What follows belongs to an exercise in optimizing a design on an open flow for small area and a short achievable clock period; a production flow would make more cautious choices.
Only simulation tests tie the RTL to the original design; equivalence was not proved.
Power figures rest on the tool's default switching activity, not on a simulated workload.

try-pepper:
==> flow/design.v <==
module alu_reg (
  input clk,
  input [7:0] a,
  input [7:0] b,
  input [3:0] mode,
  output reg [7:0] s,
  output reg cout
);
  reg [7:0] a_q, b_q;
  reg [3:0] mode_q;
  wire [7:0] s_w;
  wire cout_w;
  alu_8_bits alu (.s(s_w), .cout(cout_w), .mode(mode_q), .a(a_q), .b(b_q));
  always @(posedge clk) begin
    a_q <= a;
    b_q <= b;
    mode_q <= mode;
    s <= s_w;
    cout <= cout_w;
  end
endmodule

`timescale 1ns / 1ps
module alu_rcs #(parameter W = 2) (x, y, dif, nb);
  input  [W-1:0] x, y;
  output [W-1:0] dif;
  output         nb;
  localparam L = (W > 8) ? 4 : (W > 4) ? 3 : (W > 2) ? 2 : 1;
  wire [W-1:0] yn = ~y;
  wire [W-1:0] g [0:L];
  wire [W-1:0] p [0:L];
  assign g[0] = (x & yn) | {{(W-1){1'b0}}, x[0] | yn[0]};
  assign p[0] = x | yn;
  genvar l, i;
  generate for (l = 0; l < L; l = l + 1) begin : lvl
    for (i = 0; i < W; i = i + 1) begin : bit_
      if ((i >> l) & 1) begin : join_
        localparam integer J = ((i >> l) << l) - 1;
        assign g[l+1][i] = g[l][i] | (p[l][i] & g[l][J]);
        assign p[l+1][i] = p[l][i] & p[l][J];
      end else begin : pass_
        assign g[l+1][i] = g[l][i];
        assign p[l+1][i] = p[l][i];
      end
    end
  end endgenerate
  assign dif = x ^ yn ^ {g[L][W-2:0], 1'b1};
  assign nb = g[L][W-1];
endmodule
module alu_pfa #(parameter W = 2) (x, y, sum, co);
  input  [W-1:0] x, y;
  output [W-1:0] sum;
  output         co;
  localparam L = (W > 8) ? 4 : (W > 4) ? 3 : (W > 2) ? 2 : 1;
  wire [W-1:0] g [0:L];
  wire [W-1:0] p [0:L];
  assign g[0] = x & y;
  assign p[0] = x | y;
  genvar l, i;
  generate for (l = 0; l < L; l = l + 1) begin : lvl
    for (i = 0; i < W; i = i + 1) begin : bit_
      if ((i >> l) & 1) begin : join_
        localparam integer J = ((i >> l) << l) - 1;
        assign g[l+1][i] = g[l][i] | (p[l][i] & g[l][J]);
        assign p[l+1][i] = p[l][i] & p[l][J];
      end else begin : pass_
        assign g[l+1][i] = g[l][i];
        assign p[l+1][i] = p[l][i];
      end
    end
  end endgenerate
  assign sum = x ^ y ^ {g[L][W-2:0], 1'b0};
  assign co = g[L][W-1];
endmodule
module alu_div4_step #(parameter W = 2) (t, d1, d2, d3, hz1, hz2, hz3, q, r);
  input  [W-1:0] t, d1, d2, d3;
  input          hz1, hz2, hz3;
  output [1:0]   q;
  output [W-1:0] r;
  wire [W-1:0] y1, y2, y3;
  wire c1, c2, c3;
  alu_rcs #(W) u1 (.x(t), .y(d1), .dif(y1), .nb(c1));
  alu_rcs #(W) u2 (.x(t), .y(d2), .dif(y2), .nb(c2));
  alu_rcs #(W) u3 (.x(t), .y(d3), .dif(y3), .nb(c3));
  wire ge1 = hz1 & c1;
  wire ge2 = hz2 & c2;
  wire ge3 = hz3 & c3;
  assign q = {ge2, ge3 | (ge1 & ~ge2)};
  assign r = ge3 ? y3 : ge2 ? y2 : ge1 ? y1 : t;
endmodule
module alu_mul9(m0, m1, m2, m3, p);
  input [8:0] m0;
  input [6:0] m1;
  input [4:0] m2;
  input [2:0] m3;
  output [8:0] p;
  wire mw1 = m0[6] ^ m1[4];
  wire mw2 = m0[6] & m1[4];
  wire mw3 = m0[7] ^ m1[5] ^ m2[3];
  wire mw4 = (m0[7] & m1[5]) | (m0[7] & m2[3]) | (m1[5] & m2[3]);
  wire mw5 = m0[4] ^ m1[2];
  wire mw6 = m0[4] & m1[2];
  wire mw7 = m0[5] ^ m1[3] ^ m2[1];
  wire mw8 = (m0[5] & m1[3]) | (m0[5] & m2[1]) | (m1[3] & m2[1]);
  wire mw9 = m2[2] ^ m3[0] ^ mw1;
  wire mw10 = (m2[2] & m3[0]) | (m2[2] & mw1) | (m3[0] & mw1);
  wire mw11 = m3[1] ^ mw3 ^ mw2;
  wire mw12 = (m3[1] & mw3) | (m3[1] & mw2) | (mw3 & mw2);
  wire mw13 = m0[2] ^ m1[0];
  wire mw14 = m0[2] & m1[0];
  wire mw15 = m0[3] ^ m1[1] ^ mw14;
  wire mw16 = (m0[3] & m1[1]) | (m0[3] & mw14) | (m1[1] & mw14);
  wire mw17 = m2[0] ^ mw5 ^ mw16;
  wire mw18 = (m2[0] & mw5) | (m2[0] & mw16) | (mw5 & mw16);
  wire mw19 = mw7 ^ mw6 ^ mw18;
  wire mw20 = (mw7 & mw6) | (mw7 & mw18) | (mw6 & mw18);
  wire mw21 = mw9 ^ mw8 ^ mw20;
  wire mw22 = (mw9 & mw8) | (mw9 & mw20) | (mw8 & mw20);
  wire mw23 = mw11 ^ mw10 ^ mw22;
  wire mw24 = (mw11 & mw10) | (mw11 & mw22) | (mw10 & mw22);
  wire mw25 = m0[8] ^ m1[6] ^ m2[4] ^ m3[2] ^ mw4 ^ mw12 ^ mw24;
  assign p = {mw25, mw23, mw21, mw19, mw17, mw15, mw13, m0[1], m0[0]};
endmodule
module alu_8_bits(s, cout, mode, a, b);
  input [7:0] a, b;
  input [3:0] mode;
  output [7:0] s;
  output cout;
  wire [15:0] m = 16'd1 << mode;
  wire sub = m[1] | m[14];
  wire [7:0] bb = b ^ {8{sub}};
  wire [7:0] p = a ^ bb;
  wire [8:0] c;
  assign c[0] = sub;
  genvar j;
  generate for (j = 0; j < 8; j = j + 1) begin : add_
    assign c[j+1] = (a[j] & bb[j]) | (p[j] & c[j]);
  end endgenerate
  wire [8:0] sum = {c[8] ^ sub, p ^ c[7:0]};
  wire eq = ~|p;
  wire gt = c[8] & ~&p;
  wire [7:0] g = a & b;
  wire G = m[8] | m[9] | m[11] | m[12];
  wire P = m[9] | m[10] | m[11] | m[13];
  wire inv = m[11] | m[12] | m[13];
  wire lg = m[8] | m[9] | m[10] | inv;
  wire [7:0] f = ((g & {8{G}}) | (p & {8{P}})) ^ {8{inv}};
  wire [7:0] b3s; wire b3c;
  alu_pfa #(8) b3a (.x({1'b0, b[7:1]}), .y(b), .sum(b3s), .co(b3c));
  wire [9:0] b3 = {b3c, b3s, b[0]};
  function [8:0] pick(input [1:0] d, input [8:0] b1, input [8:0] b3x);
    case (d)
      2'd0: pick = 9'd0;
      2'd1: pick = b1;
      2'd2: pick = {b1[7:0], 1'b0};
      default: pick = b3x;
    endcase
  endfunction
  wire [8:0] m0 = pick(a[1:0], {1'b0, b}, b3[8:0]);
  wire [8:0] m1 = pick(a[3:2], {1'b0, b}, b3[8:0]);
  wire [8:0] m2 = pick(a[5:4], {1'b0, b}, b3[8:0]);
  wire [8:0] m3 = pick(a[7:6], {1'b0, b}, b3[8:0]);
  wire [8:0] prod;
  alu_mul9 mul (.m0(m0), .m1(m1[6:0]), .m2(m2[4:0]), .m3(m3[2:0]), .p(prod));
  wire [1:0] qa, qb, qc, qd;
  wire [1:0] ra; wire [3:0] rb; wire [5:0] rc; wire [7:0] rd;
  alu_div4_step #(2) d3s (.t(a[7:6]), .d1(b[1:0]), .d2({b[0], 1'b0}), .d3(b3[1:0]),
    .hz1(b[7:2] == 0), .hz2(b[7:1] == 0), .hz3(b <= 8'd1), .q(qa), .r(ra));
  alu_div4_step #(4) d2s (.t({ra, a[5:4]}), .d1(b[3:0]), .d2({b[2:0], 1'b0}), .d3(b3[3:0]),
    .hz1(b[7:4] == 0), .hz2(b[7:3] == 0), .hz3(b <= 8'd5), .q(qb), .r(rb));
  alu_div4_step #(6) d1s (.t({rb, a[3:2]}), .d1(b[5:0]), .d2({b[4:0], 1'b0}), .d3(b3[5:0]),
    .hz1(b[7:6] == 0), .hz2(b[7:5] == 0), .hz3(b <= 8'd21), .q(qc), .r(rc));
  alu_div4_step #(8) d0s (.t({rc, a[1:0]}), .d1(b[7:0]), .d2({b[6:0], 1'b0}), .d3(b3[7:0]),
    .hz1(1'b1), .hz2(~b[7]), .hz3(b <= 8'd85), .q(qd), .r(rd));
  wire [7:0] quo = {qa, qb, qc, qd} & {8{|b}};
  wire ar  = m[0] | m[1];
  wire shl = m[4] | m[6];
  wire shr = m[5] | m[7];
  assign s = (sum[7:0] & {8{ar}}) | (prod[7:0] & {8{m[2]}}) | (quo & {8{m[3]}})
           | (f & {8{lg}}) | ({a[6:0], 1'b0} & {8{shl}}) | ({1'b0, a[7:1]} & {8{shr}})
           | {7'd0, (m[6] & a[7]) | (m[14] & gt) | (m[15] & eq)} | {m[7] & a[0], 7'd0};
  assign cout = (ar & sum[8]) | (m[2] & prod[8]) | (m[4] & a[7]) | inv;
endmodule
Settings: LEC_CHECK=0, ABC_AREA=1, CAP_MARGIN=20, CORE_MARGIN=2, CORE_UTILIZATION=40, CTS_BUF_LIST=sky130_fd_sc_hd__clkbuf_8, SETUP_SLACK_MARGIN=5, SLEW_MARGIN=20, TNS_END_PERCENT=0; clock period 11.0 ns.
standard.sh (not shown) runs the stock make flow with config.mk's settings and CLKGATE_MAP_FILE= SYNTH_SCRIPT=/design/flow/synth_recipe.tcl, a recipe that flattens the netlist after the stock synthesis.
==> flow/flow/run.sh <==
#!/bin/bash
set -euo pipefail
MARGIN=8
BUFCELL=sky130_fd_sc_hd__buf_1
sed -e "s/SETUP_SLACK_MARGIN=[-0-9.]*/SETUP_SLACK_MARGIN=${MARGIN}/" \
    -e "s/\"\\\${@:-finish}\"/BUFFER_PORTS_ARGS=\"-buffer_cell ${BUFCELL}\" \"\${@:-finish}\"/" \
    standard.sh > layout.sh
bash standard.sh synth > make_synth.log 2>&1
bash layout.sh > make_layout.log 2>&1
try-pepper has completed all stages; timing, DRC and antenna checks passed.
Input changes introduced in try-sierra (baseline for comparison: try-pepper):
- CORE_UTILIZATION now 50, was 40
==> flow/flow/run.sh <==
#!/bin/bash
set -euo pipefail
MARGIN=7
BUFCELL=sky130_fd_sc_hd__buf_1
sed -e "s/SETUP_SLACK_MARGIN=[-0-9.]*/SETUP_SLACK_MARGIN=${MARGIN}/" \
    -e "s/\"\\\${@:-finish}\"/BUFFER_PORTS_ARGS=\"-buffer_cell ${BUFCELL}\" SETUP_MOVE_SEQUENCE=unbuffer,sizeup,swap,clone,split \"\${@:-finish}\"/" \
    standard.sh > layout.sh
bash standard.sh synth > make_synth.log 2>&1
bash layout.sh > make_layout.log 2>&1
Findings:
Looking only at number of instances resized during post-cts repair, and setting everything else aside, the lower value of try-sierra and try-pepper goes to try-pepper.
Relative to try-pepper, clock-buffer cell count has gone down in try-sierra.
Taking try-pepper as the reference, in try-sierra mean routed wirelength per cell shows an increase of 8.8%, power share of the combinational group shows a reduction of 4.8 points, wire length on met1 shows no meaningful change, final cell utilization of the core shows an increase of 7.2 points.
Reported for try-sierra and try-pepper, count of nets left with antenna violations after detail routing turned out identical to the last digit.
[inputs] try-zinc vs try-sierra
- changing CORE_UTILIZATION from 50 to 40
==> flow/flow/run.sh <==
#!/bin/bash
set -euo pipefail
MARGIN=7
BUFCELL=sky130_fd_sc_hd__buf_1
sed -e "s/SETUP_SLACK_MARGIN=[-0-9.]*/SETUP_SLACK_MARGIN=${MARGIN}/" \
    -e "s/\"\\\${@:-finish}\"/BUFFER_PORTS_ARGS=\"-buffer_cell ${BUFCELL}\" SETUP_MOVE_SEQUENCE=unbuffer,sizeup,swap \"\${@:-finish}\"/" \
    standard.sh > layout.sh
bash standard.sh synth > make_synth.log 2>&1
bash layout.sh > make_layout.log 2>&1
## What came out
Wire length (try-zinc vs. try-sierra) decreases by a little under 10%
try-sierra → try-zinc: chip height grew by about 11%; final worst hold slack grew by 0.0095 ns; area used by multi-input combinational logic lost about 0.6%; power decreased 2.7%.
Relative to try-zinc, the following input files were edited for try-ember:
- CORE_UTILIZATION changed from 40 to 33
==> flow/flow/run.sh <==
#!/bin/bash
set -euo pipefail
MARGIN=7
BUFCELL=sky130_fd_sc_hd__buf_1
sed -e "s/SETUP_SLACK_MARGIN=[-0-9.]*/SETUP_SLACK_MARGIN=${MARGIN}/" \
    -e "s/\"\\\${@:-finish}\"/BUFFER_PORTS_ARGS=\"-buffer_cell ${BUFCELL}\" SETUP_MOVE_SEQUENCE=unbuffer,sizeup,swap,clone,split \"\${@:-finish}\"/" \
    standard.sh > layout.sh
bash standard.sh synth > make_synth.log 2>&1
bash layout.sh > make_layout.log 2>&1
Notes after the runs:
try-ember completed; timing, DRC and antenna clean
Of try-ember and try-zinc, the lower clock tree cell share of total cell area belongs to try-zinc.
Comparing try-ember and try-zinc, the higher final core utilization was measured on try-zinc.
Reported for try-ember and try-zinc, flip-flop and latch count turned out identical to the last digit.
NOTE: fraction of final layout cells with drive strength greater than 1 in try-ember exceeds that of try-zinc
Changes observed in try-ember relative to try-zinc: floorplan die height went up, total global-route track usage went down.

==> re-timing with driven ports <==
In the flow no input, the clock included, has a driving cell. The finished layouts below were timed again as built, in two steps. Step 1 sets driving cells, clkbuf_16 on the clock port and buf_2 on the other inputs (assumed; they add their load-dependent delay and slew). Step 2 also shifts input and output timing later by t, the mid clock arrival at the registers, as if the neighbouring blocks saw the same clock. Slacks: ideal / step 1 / step 2; pairs: ideal / step 1.
run | shift t [ns] | setup slack, ns | worst setup path at the end | worst register clock-pin slew, ns
try-pepper | 0.333 | 6.495 / 6.495 / 6.495 | register to register | 0.09 / 0.09
try-sierra | 0.336 | 6.303 / 6.303 / 6.303 | register to register | 0.08 / 0.08
try-zinc | 0.334 | 6.086 / 6.086 / 6.086 | register to register | 0.09 / 0.09
try-ember | 0.347 | 6.280 / 6.280 / 6.280 | register to register | 0.09 / 0.09
After both steps setup and hold are still met in every run listed.
